Source: an optimization exercise on an open RTL-to-GDS flow (aim: small area). Production flows keep margins and buffers that such runs may drop. Function was checked by simulation only, so behaviour that the tests miss may differ from the original. Power figures rest on the tool's default switching activity, not on a simulated workload.

// execute
module execute
#(
	parameter [31:0] RESET = 32'h0000_0000
)
(
	input clk,
	input reset,
	input  [31:0] reg_rdata1,
	input  [31:0] reg_rdata2,
	input  [31:0] execute_imm,
	input  [31:0] pc,
	input  [31:0] fetch_pc,
	input     	immediate_sel,
	input     	mem_write,
	input     	jal,
	input     	jalr,
	input     	lui,
	input     	alu,
	input     	branch,
	input     	arithsubtype,
	input     	mem_to_reg,
	input     	stall_read,
	input  [4:0]  dest_reg_sel,
	input  [2:0]  alu_op,
	input  [1:0]  dmem_raddr,
	input     	wb_branch_i,
	input     	wb_branch_nxt_i,
	output [31:0] alu_operand1,
	output [31:0] alu_operand2,
	output [31:0] write_address,
	output    	branch_stall,
	output [31:0] next_pc,
	output    	branch_taken,
	output reg [31:0] wb_result,
	output reg    	wb_mem_write,
	output reg    	wb_alu_to_reg,
	output reg [4:0]  wb_dest_reg_sel,
	output reg    	wb_branch,
	output reg    	wb_branch_nxt,
	output reg    	wb_mem_to_reg,
	output reg [1:0]  wb_read_address,
	output reg [2:0]  mem_alu_operation
);
Size in the first run: roughly 1700 cells after synthesis, roughly 47 flip-flops, about 0.013 mm2 of cells after synthesis.
Settings: LEC_CHECK=0, CAP_MARGIN=20, CORE_MARGIN=2, CORE_UTILIZATION=40, SLEW_MARGIN=20; clock period 12.0 ns.
run.sh (not shown) runs the stock make flow with config.mk's settings and CLKGATE_MAP_FILE= SYNTH_SCRIPT=/design/flow/synth_recipe.tcl, a recipe that flattens the netlist after the stock synthesis.
Next try:
==> flow/flow/run.sh (new file) <==
#!/bin/bash
# Standard ORFS layout, with the port buffers made from the smallest buffer
# cell (buf_1) instead of the one buffer_ports picks by default.
set -euo pipefail
export BUFFER_PORTS_ARGS="-buffer_cell sky130_fd_sc_hd__buf_1"
bash standard.sh > standard_flow.log 2>&1
==> flow/standard.sh (new file) <==
#!/bin/bash
# synth_recipe.tcl (not shown) runs the flow's synth.tcl, then flattens the netlist and writes it again
# the make line also repeats each setting of config.mk as NAME=value (left out here)
make -C /OpenROAD-flow-scripts/flow DESIGN_CONFIG=/design/flow/config.mk WORK_HOME=/design/flow/orfs CLKGATE_MAP_FILE= SYNTH_SCRIPT=/design/flow/synth_recipe.tcl "${@:-finish}"
removed: flow/run.sh
What happened: The new run produced a clean layout. Non-clock buffer count came out lower by 20. Setup slack improved by 0.54 ns. Combinational power came out lower by about 20%. Sequential power barely changes. Via count came out lower by 0.96%.

* * *

execute, a different RTL version from the one above (not shown whole).
Size: about 47 flip-flops, roughly 360 I/O pins, ~9200 µm² of cells after synthesis.
Settings: LEC_CHECK=0, CAP_MARGIN=20, CORE_MARGIN=2, CORE_UTILIZATION=40, SLEW_MARGIN=20, SYNTH_HIERARCHICAL=1; clock period 12.0 ns.
standard.sh (not shown) runs the stock make flow with config.mk's settings and CLKGATE_MAP_FILE= SYNTH_SCRIPT=/design/flow/synth_recipe.tcl, a recipe that flattens the netlist after the stock synthesis.
==> flow/flow/run.sh <==
#!/bin/bash
# Standard ORFS layout, with the port buffers made from the smallest buffer
# cell (buf_1) instead of the one buffer_ports picks by default.
set -euo pipefail
export BUFFER_PORTS_ARGS="-buffer_cell sky130_fd_sc_hd__buf_1"
bash standard.sh > standard_flow.log 2>&1
Change:
CTS_BUF_LIST = sky130_fd_sc_hd__clkbuf_8   (was default)
Outcome: Wire length barely changes. First-iteration DRC count stays flat. Power came out lower by about 3.7%. Count of clock-buffer cells in the layout stays the same.

* * *

Another version of the RTL of execute (not shown whole).
Size: ~880 cells after synthesis, about 0.0090 mm2 of cells after synthesis.
Settings: LEC_CHECK=0, CAP_MARGIN=20, CORE_MARGIN=2, CORE_UTILIZATION=40, CTS_BUF_LIST=sky130_fd_sc_hd__clkbuf_8, SLEW_MARGIN=20, SYNTH_HIERARCHICAL=1; clock period 12.0 ns.
Scripts as last shown in full above: flow/flow/run.sh
==> next run, changes <==
CTS_CLUSTER_DIAMETER = 100   (was default)
CTS_CLUSTER_SIZE = 30   (was default)
Outcome:
- setup slack is unchanged
- die area is unchanged
- power does not change
- final area does not change
- hold slack is unchanged
- register-to-register slack stays flat
- routed wire length stays the same
- via count does not change
- utilization stays the same
- synthesized cell count is unchanged
- sequential cell count does not change

## what the ideal ports hide
In the flow no input, the clock included, has a driving cell. The finished layouts below were timed again as built, in two steps. Step 1 (the two cells are an assumption about what drives the block):
set clk [get_ports {clk}]
set_driving_cell -lib_cell sky130_fd_sc_hd__clkbuf_16 $clk
set_driving_cell -lib_cell sky130_fd_sc_hd__buf_2 [delete_from_list [all_inputs] $clk]
Step 2, shift: input delay + t, output delay - t, t = (earliest + latest rising clock arrival at the registers) / 2. This alone moves slack from input paths to output paths. a / b / c = no drivers / after step 1 / after step 2; a / b = the first two.
run | shift t [ns] | setup WS [ns] | latest minus earliest clock arrival (ns) | worst slew at a driven data input, ns | pins driven straight from the clock port
the first run of note 1 | 0.343 | 0.356 / 0.333 / 0.333 | 0.010 / 0.010 | 0.09 | 1
the second run of note 1 | 0.346 | 0.894 / 0.871 / 0.871 | 0.012 / 0.012 | 0.08 | 1
the first run of note 2 | 0.338 | 0.359 / 0.330 / 0.330 | 0.008 / 0.008 | 0.07 | 1
the second run of note 2 | 0.364 | 0.325 / 0.296 / 0.296 | 0.012 / 0.012 | 0.07 | 1
the first run of note 3 | 0.367 | 0.289 / 0.266 / 0.266 | 0.011 / 0.011 | 0.08 | 1
the second run of note 3 | 0.367 | 0.289 / 0.266 / 0.266 | 0.011 / 0.011 | 0.08 | 1
After both steps every run listed still meets setup and hold.
